This design comes from an exercise in tuning for small area and a short achievable clock period on the open sky130 flow, not from production work.
At most, simulation tests tie the RTL to the original design; equivalence was not proved.
No activity file was given, so power comes from the tool's default toggle rates.

Setup of the baseline:
==> flow/design.v <==
`timescale 1ns/1ps
module alu(
           clk,
           rst_n,
           src1,
           src2,
           ALU_control,
           result,
           zero,
           cout,
           overflow
           );
input           clk;
input           rst_n;
input  [32-1:0] src1;
input  [32-1:0] src2;
input   [4-1:0] ALU_control;
output [32-1:0] result;
output          zero;
output          cout;
output          overflow;
  wire is_and = (ALU_control == 4'b0000);
  wire is_or  = (ALU_control == 4'b0001);
  wire is_add = (ALU_control == 4'b0010);
  wire is_sub = (ALU_control == 4'b0110);
  wire is_slt = (ALU_control == 4'b0111);
  wire is_nor = (ALU_control == 4'b1100);
  wire arith  = is_add | is_sub;
  wire        inv = ALU_control[2];
  wire [31:0] b   = src2 ^ {32{inv}};
  wire [31:0] p   = src1 ^ b;
  wire [31:0] g   = src1 & b;
  wire [31:0] g0 = {g[31:1], g[0] | (p[0] & inv)};
  wire [31:0] p0 = p;
  wire G0_1 = g0[1] | (p0[1] & g0[0]);
  wire G0_3 = g0[3] | (p0[3] & g0[2]);
  wire P0_3 = p0[3] & p0[2];
  wire G0_5 = g0[5] | (p0[5] & g0[4]);
  wire P0_5 = p0[5] & p0[4];
  wire G0_7 = g0[7] | (p0[7] & g0[6]);
  wire P0_7 = p0[7] & p0[6];
  wire G0_9 = g0[9] | (p0[9] & g0[8]);
  wire P0_9 = p0[9] & p0[8];
  wire G0_11 = g0[11] | (p0[11] & g0[10]);
  wire P0_11 = p0[11] & p0[10];
  wire G0_13 = g0[13] | (p0[13] & g0[12]);
  wire P0_13 = p0[13] & p0[12];
  wire G0_15 = g0[15] | (p0[15] & g0[14]);
  wire P0_15 = p0[15] & p0[14];
  wire G0_17 = g0[17] | (p0[17] & g0[16]);
  wire P0_17 = p0[17] & p0[16];
  wire G0_19 = g0[19] | (p0[19] & g0[18]);
  wire P0_19 = p0[19] & p0[18];
  wire G0_21 = g0[21] | (p0[21] & g0[20]);
  wire P0_21 = p0[21] & p0[20];
  wire G0_23 = g0[23] | (p0[23] & g0[22]);
  wire P0_23 = p0[23] & p0[22];
  wire G0_25 = g0[25] | (p0[25] & g0[24]);
  wire P0_25 = p0[25] & p0[24];
  wire G0_27 = g0[27] | (p0[27] & g0[26]);
  wire P0_27 = p0[27] & p0[26];
  wire G0_29 = g0[29] | (p0[29] & g0[28]);
  wire P0_29 = p0[29] & p0[28];
  wire G0_31 = g0[31] | (p0[31] & g0[30]);
  wire P0_31 = p0[31] & p0[30];
  wire G1_2 = g0[2] | (p0[2] & G0_1);
  wire G1_3 = G0_3 | (P0_3 & G0_1);
  wire G1_6 = g0[6] | (p0[6] & G0_5);
  wire P1_6 = p0[6] & P0_5;
  wire G1_7 = G0_7 | (P0_7 & G0_5);
  wire P1_7 = P0_7 & P0_5;
  wire G1_10 = g0[10] | (p0[10] & G0_9);
  wire P1_10 = p0[10] & P0_9;
  wire G1_11 = G0_11 | (P0_11 & G0_9);
  wire P1_11 = P0_11 & P0_9;
  wire G1_14 = g0[14] | (p0[14] & G0_13);
  wire P1_14 = p0[14] & P0_13;
  wire G1_15 = G0_15 | (P0_15 & G0_13);
  wire P1_15 = P0_15 & P0_13;
  wire G1_18 = g0[18] | (p0[18] & G0_17);
  wire P1_18 = p0[18] & P0_17;
  wire G1_19 = G0_19 | (P0_19 & G0_17);
  wire P1_19 = P0_19 & P0_17;
  wire G1_22 = g0[22] | (p0[22] & G0_21);
  wire P1_22 = p0[22] & P0_21;
  wire G1_23 = G0_23 | (P0_23 & G0_21);
  wire P1_23 = P0_23 & P0_21;
  wire G1_26 = g0[26] | (p0[26] & G0_25);
  wire P1_26 = p0[26] & P0_25;
  wire G1_27 = G0_27 | (P0_27 & G0_25);
  wire P1_27 = P0_27 & P0_25;
  wire G1_30 = g0[30] | (p0[30] & G0_29);
  wire P1_30 = p0[30] & P0_29;
  wire G1_31 = G0_31 | (P0_31 & G0_29);
  wire P1_31 = P0_31 & P0_29;
  wire G2_4 = g0[4] | (p0[4] & G1_3);
  wire G2_5 = G0_5 | (P0_5 & G1_3);
  wire G2_6 = G1_6 | (P1_6 & G1_3);
  wire G2_7 = G1_7 | (P1_7 & G1_3);
  wire G2_12 = g0[12] | (p0[12] & G1_11);
  wire P2_12 = p0[12] & P1_11;
  wire G2_13 = G0_13 | (P0_13 & G1_11);
  wire P2_13 = P0_13 & P1_11;
  wire G2_14 = G1_14 | (P1_14 & G1_11);
  wire P2_14 = P1_14 & P1_11;
  wire G2_15 = G1_15 | (P1_15 & G1_11);
  wire P2_15 = P1_15 & P1_11;
  wire G2_20 = g0[20] | (p0[20] & G1_19);
  wire P2_20 = p0[20] & P1_19;
  wire G2_21 = G0_21 | (P0_21 & G1_19);
  wire P2_21 = P0_21 & P1_19;
  wire G2_22 = G1_22 | (P1_22 & G1_19);
  wire P2_22 = P1_22 & P1_19;
  wire G2_23 = G1_23 | (P1_23 & G1_19);
  wire P2_23 = P1_23 & P1_19;
  wire G2_28 = g0[28] | (p0[28] & G1_27);
  wire P2_28 = p0[28] & P1_27;
  wire G2_29 = G0_29 | (P0_29 & G1_27);
  wire P2_29 = P0_29 & P1_27;
  wire G2_30 = G1_30 | (P1_30 & G1_27);
  wire P2_30 = P1_30 & P1_27;
  wire G2_31 = G1_31 | (P1_31 & G1_27);
  wire P2_31 = P1_31 & P1_27;
  wire G3_8 = g0[8] | (p0[8] & G2_7);
  wire G3_9 = G0_9 | (P0_9 & G2_7);
  wire G3_10 = G1_10 | (P1_10 & G2_7);
  wire G3_11 = G1_11 | (P1_11 & G2_7);
  wire G3_12 = G2_12 | (P2_12 & G2_7);
  wire G3_13 = G2_13 | (P2_13 & G2_7);
  wire G3_14 = G2_14 | (P2_14 & G2_7);
  wire G3_15 = G2_15 | (P2_15 & G2_7);
  wire G3_24 = g0[24] | (p0[24] & G2_23);
  wire P3_24 = p0[24] & P2_23;
  wire G3_25 = G0_25 | (P0_25 & G2_23);
  wire P3_25 = P0_25 & P2_23;
  wire G3_26 = G1_26 | (P1_26 & G2_23);
  wire P3_26 = P1_26 & P2_23;
  wire G3_27 = G1_27 | (P1_27 & G2_23);
  wire P3_27 = P1_27 & P2_23;
  wire G3_28 = G2_28 | (P2_28 & G2_23);
  wire P3_28 = P2_28 & P2_23;
  wire G3_29 = G2_29 | (P2_29 & G2_23);
  wire P3_29 = P2_29 & P2_23;
  wire G3_30 = G2_30 | (P2_30 & G2_23);
  wire P3_30 = P2_30 & P2_23;
  wire G3_31 = G2_31 | (P2_31 & G2_23);
  wire P3_31 = P2_31 & P2_23;
  wire G4_16 = g0[16] | (p0[16] & G3_15);
  wire G4_17 = G0_17 | (P0_17 & G3_15);
  wire G4_18 = G1_18 | (P1_18 & G3_15);
  wire G4_19 = G1_19 | (P1_19 & G3_15);
  wire G4_20 = G2_20 | (P2_20 & G3_15);
  wire G4_21 = G2_21 | (P2_21 & G3_15);
  wire G4_22 = G2_22 | (P2_22 & G3_15);
  wire G4_23 = G2_23 | (P2_23 & G3_15);
  wire G4_24 = G3_24 | (P3_24 & G3_15);
  wire G4_25 = G3_25 | (P3_25 & G3_15);
  wire G4_26 = G3_26 | (P3_26 & G3_15);
  wire G4_27 = G3_27 | (P3_27 & G3_15);
  wire G4_28 = G3_28 | (P3_28 & G3_15);
  wire G4_29 = G3_29 | (P3_29 & G3_15);
  wire G4_30 = G3_30 | (P3_30 & G3_15);
  wire G4_31 = G3_31 | (P3_31 & G3_15);
  wire [32:0] c;
  assign c[0] = inv;
  assign c[1] = g0[0];
  assign c[2] = G0_1;
  assign c[3] = G1_2;
  assign c[4] = G1_3;
  assign c[5] = G2_4;
  assign c[6] = G2_5;
  assign c[7] = G2_6;
  assign c[8] = G2_7;
  assign c[9] = G3_8;
  assign c[10] = G3_9;
  assign c[11] = G3_10;
  assign c[12] = G3_11;
  assign c[13] = G3_12;
  assign c[14] = G3_13;
  assign c[15] = G3_14;
  assign c[16] = G3_15;
  assign c[17] = G4_16;
  assign c[18] = G4_17;
  assign c[19] = G4_18;
  assign c[20] = G4_19;
  assign c[21] = G4_20;
  assign c[22] = G4_21;
  assign c[23] = G4_22;
  assign c[24] = G4_23;
  assign c[25] = G4_24;
  assign c[26] = G4_25;
  assign c[27] = G4_26;
  assign c[28] = G4_27;
  assign c[29] = G4_28;
  assign c[30] = G4_29;
  assign c[31] = G4_30;
  assign c[32] = G4_31;
  wire [31:0] sum = p ^ c[31:0];
  wire        ovf = c[31] ^ c[32];
  wire        lt  = sum[31] ^ ovf;
  wire [31:0] orv = src1 | src2;
  wire [31:0] res = ({32{is_and}} & (src1 & src2))
                  | ({32{is_or}}  & orv)
                  | ({32{is_nor}} & ~orv)
                  | ({32{arith}}  & sum)
                  | {31'b0, is_slt & lt};
  reg  [31:0] r_result;
  reg         r_cout;
  reg         r_ovf;
  always @(posedge clk or negedge rst_n) begin
    if (!rst_n) begin
      r_result <= 32'b0;
      r_cout   <= 1'b0;
      r_ovf    <= 1'b0;
    end else begin
      r_result <= res;
      r_cout   <= arith & c[32];
      r_ovf    <= arith & ovf;
    end
  end
  assign result   = r_result;
  assign zero     = ~(|r_result);
  assign cout     = r_cout;
  assign overflow = r_ovf;
endmodule
==> flow/config.mk <==
export PLATFORM = sky130hd
export DESIGN_NAME = alu
export DESIGN_NICKNAME = alu
export VERILOG_FILES = /design/flow/design.v
export SDC_FILE = /design/flow/constraint.sdc
export NUM_CORES = 4
export LEC_CHECK = 0
export CAP_MARGIN = 20
export CORE_MARGIN = 2
export CORE_UTILIZATION = 60
export SLEW_MARGIN = 20
==> flow/constraint.sdc <==
create_clock -name core_clock -period 11.0 [get_ports {clk}]
set_input_delay 2.2000 -clock core_clock [delete_from_list [all_inputs] [get_ports {clk}]]
set_output_delay 2.2000 -clock core_clock [all_outputs]
set_load 0.01 [all_outputs]
standard.sh (not shown) runs the stock make flow with config.mk's settings and CLKGATE_MAP_FILE= SYNTH_SCRIPT=/design/flow/synth_recipe.tcl, a recipe that flattens the netlist after the stock synthesis.
==> flow/flow/run.sh <==
#!/bin/bash
set -euo pipefail
export BUFFER_PORTS_ARGS="-buffer_cell sky130_fd_sc_hd__buf_1"
export SETUP_SLACK_MARGIN=6

bash standard.sh > standard_flow.log 2>&1
### the baseline -> the candidate
--- a/flow/design.v
+++ b/flow/design.v
@@ -24,11 +24,11 @@
   wire is_add = (ALU_control == 4'b0010);
   wire is_sub = (ALU_control == 4'b0110);
   wire is_slt = (ALU_control == 4'b0111);
   wire is_nor = (ALU_control == 4'b1100);
   wire arith  = is_add | is_sub;
-  wire        inv = ALU_control[2];
+  wire        inv = is_sub | is_slt;
   wire [31:0] b   = src2 ^ {32{inv}};
   wire [31:0] p   = src1 ^ b;
   wire [31:0] g   = src1 & b;
   wire [31:0] g0 = {g[31:1], g[0] | (p[0] & inv)};
   wire [31:0] p0 = p;
--- outcome ---
Comparing the candidate and the baseline, the higher met1 demand-to-capacity share in global routing was measured on the candidate. Die area | the candidate < the baseline. Placement-stage worst setup slack is higher on the baseline. Taking the baseline as the reference, in the candidate critical path depth grew by 2; post-route cell area grew by 1.4%. The baseline → the candidate: area overhead of the layout relative to synthesis now sits higher; post-DP HPWL moved down; data-path buffer share of cell area in the final layout grew by 2.6 points; number of instances in the synthesized netlist down 3. In the candidate relative to the baseline, post-route non-filler standard cell count had gone up slightly.
The RTL of the candidate was laid out without a check of its function.

---

RTL: the design.v shown in full above, as it stands there.
==> flow/config.mk <==
export PLATFORM = sky130hd
export DESIGN_NAME = alu
export DESIGN_NICKNAME = alu
export VERILOG_FILES = /design/flow/design.v
export SDC_FILE = /design/flow/constraint.sdc
export NUM_CORES = 4
export LEC_CHECK = 0
export CAP_MARGIN = 20
export CORE_MARGIN = 2
export CORE_UTILIZATION = 60
export CTS_BUF_LIST = sky130_fd_sc_hd__clkbuf_4
export SLEW_MARGIN = 20
==> flow/constraint.sdc <==
create_clock -name core_clock -period 11.0 [get_ports {clk}]
set_input_delay 2.2000 -clock core_clock [delete_from_list [all_inputs] [get_ports {clk}]]
set_output_delay 2.2000 -clock core_clock [all_outputs]
set_load 0.01 [all_outputs]
==> flow/flow/run.sh <==
#!/bin/bash
# Layout flow: the standard layout, with two changes.
# 1. Synthesis is the standard synthesis (synth_recipe.tcl, so -nofsm -noshare,
#    flatten and the same renames) except that Yosys does not extract full and
#    half adder cells, and ABC maps the logic with flow/abc.script instead of
#    the ORFS speed script. The registers are the standard synthesis's.
# 2. The port buffers are the small plain buffer instead of the default
#    delay-buffer cell, and the resizer's setup repair aims for a slack margin.
# Each tool's output goes to a log of its own in the work folder.
set -euo pipefail
here=$(pwd)
{ head -n 1 synth_recipe.tcl
  cat <<'EOT'
# ABC with this flow's own script
proc abc {args} {
  set i [lsearch -exact $args -script]
  if {$i >= 0} { lset args [expr {$i + 1}] $::env(OWN_ABC_SCRIPT) }
  yosys abc {*}$args
}
EOT
  tail -n +2 synth_recipe.tcl
} > own_synth.tcl
sed -e "s#SYNTH_SCRIPT=[^ ]*#SYNTH_SCRIPT=$here/own_synth.tcl ADDER_MAP_FILE=#" standard.sh > own_synth.sh
export OWN_ABC_SCRIPT=$here/flow/abc.script
bash own_synth.sh synth > synth.log 2>&1
export BUFFER_PORTS_ARGS="-buffer_cell sky130_fd_sc_hd__buf_1"
export SETUP_SLACK_MARGIN=6.25
bash standard.sh > layout.log 2>&1
==> flow/flow/abc.script <==
strash
&get -n
&st
&dch -f
&nf -R 1000
&dch -f
&nf -R 1000
&put
topo
buffer -c
upsize -c
dnsize -c
stime -c
Next try:
--- a/flow/design.v
+++ b/flow/design.v
@@ -27,8 +27,10 @@
   wire is_nor = (ALU_control == 4'b1100);
   wire arith  = is_add | is_sub;
   wire        inv = ALU_control[2];
-  wire [31:0] b   = src2 ^ {32{inv}};
-  wire [31:0] p   = src1 ^ b;
+  wire        invg = ALU_control[2] & ALU_control[1];
+  wire [31:0] b   = src2 ^ {32{invg}};
+  wire [31:0] x   = src1 ^ src2;
+  wire [31:0] p   = x ^ {32{inv}};
   wire [31:0] g   = src1 & b;
   wire [31:0] g0 = {g[31:1], g[0] | (p[0] & inv)};
   wire [31:0] p0 = p;
What happened: The changed run completed without violations; cell count increases by 12%; clock-buffer cell count drops by 2; non-clock buffer count is higher by 4; routed wire length grows by 20%; flip-flop and latch count stays the same; sequential share of layout area goes down by 1.8 points; design area rises by 9.2%; fmax stays flat; synthesized area grows by 7.6%; sequential power is about the same; worst setup slack loses 0.0060 ns; power came out higher by 2.2%.
The RTL of the second run of this note was laid out without a check of its function.

---

## Q
Starts from the design.v that is shown in full above.
==> flow/config.mk <==
export PLATFORM = sky130hd
export DESIGN_NAME = alu
export DESIGN_NICKNAME = alu
export VERILOG_FILES = /design/flow/design.v
export SDC_FILE = /design/flow/constraint.sdc
export NUM_CORES = 4
export LEC_CHECK = 0
export CAP_MARGIN = 20
export CORE_MARGIN = 2
export CORE_UTILIZATION = 60
export SLEW_MARGIN = 20
==> flow/constraint.sdc <==
create_clock -name core_clock -period 11.0 [get_ports {clk}]
set_input_delay 2.2000 -clock core_clock [delete_from_list [all_inputs] [get_ports {clk}]]
set_output_delay 2.2000 -clock core_clock [all_outputs]
set_load 0.01 [all_outputs]
Scripts as last shown in full above: flow/flow/run.sh, flow/flow/abc.script
Setup changes, Q to S
--- a/flow/design.v
+++ b/flow/design.v
@@ -197,12 +197,11 @@
   assign c[32] = G4_31;
   wire [31:0] sum = p ^ c[31:0];
   wire        ovf = c[31] ^ c[32];
   wire        lt  = sum[31] ^ ovf;
-  wire [31:0] orv = src1 | src2;
-  wire [31:0] res = ({32{is_and}} & (src1 & src2))
-                  | ({32{is_or}}  & orv)
-                  | ({32{is_nor}} & ~orv)
+  wire [31:0] res = ({32{is_and}} & g)
+                  | ({32{is_or}}  & (p | g))
+                  | ({32{is_nor}} & ~(src1 | src2))
                   | ({32{arith}}  & sum)
                   | {31'b0, is_slt & lt};
   reg  [31:0] r_result;
   reg         r_cout;
Notes after the runs:
Delta (S minus Q): critical path depth shows an increase of 5, data-path buffer share of cell area in the final layout now sits higher. Going from Q to S, adder and majority gate portion of the synthesized area has decreased; area after synthesis has decreased; synthesized cell count has increased; ratio of cells with drive above 1 in the final layout has increased. Diff Q and S: final non-filler cell total lower in Q. S closes out successfully: all stages finished, all timing, DRC and antenna checks passed. Q has lower portion of the clock cycle consumed by the worst path in the final layout than S. In S relative to Q, die height had gone down slightly. Taking Q as the reference, in S overall via count from detail_route increased by about 10% relative to the old numbers, multi-input gate share of total cell area shrank by 4.4 points, total detailed-routing wirelength rose 1200 um.
No functional check of the RTL was part of S.

## re-timing with driven ports
How much do the figures lean on ideal ports? The routed layouts below were timed once more, with nothing changed but the port constraints. Step 1 (the two cells are an assumption about what drives the block):
set clk [get_ports {clk}]
set_driving_cell -lib_cell sky130_fd_sc_hd__clkbuf_16 $clk
set_driving_cell -lib_cell sky130_fd_sc_hd__buf_2 [delete_from_list [all_inputs] $clk]
Step 2 adds t to the input delays and takes it off the output delays; t is the mean of the earliest and latest rising clock arrival at the registers after step 1. Input paths then give back, and output paths get back, about the clock's delay inside the block. Slacks: ideal ports / drivers / drivers and shift; pairs: ideal ports / drivers.
| run | t, ns | setup slack, ns | hold slack, ns | worst setup path after step 2 | slew at the worst register clock pin (ns) |
|---|---|---|---|---|---|
| the baseline | 0.312 | 6.196 / 6.200 / 5.887 | 2.037 / 2.031 / 2.344 | input to register | 0.07 / 0.07 |
| the candidate | 0.319 | 6.150 / 6.160 / 5.841 | 2.030 / 2.023 / 2.342 | input to register | 0.08 / 0.08 |
| the first run of note 2 | 0.357 | 6.390 / 6.391 / 6.034 | 1.965 / 1.965 / 2.322 | input to register | 0.11 / 0.11 |
| the second run of note 2 | 0.376 | 6.384 / 6.390 / 6.015 | 1.986 / 1.978 / 2.353 | input to register | 0.11 / 0.11 |
| Q | 0.316 | 6.402 / 6.409 / 6.093 | 2.027 / 2.022 / 2.338 | input to register | 0.07 / 0.07 |
| S | 0.322 | 6.233 / 6.222 / 5.901 | 2.033 / 2.030 / 2.352 | input to register | 0.08 / 0.08 |
After both steps every run listed still meets setup and hold. For the second run of note 2, which loses most, drivers alone change the setup slack by +0.006 ns; drivers and shift together by -0.369 ns.
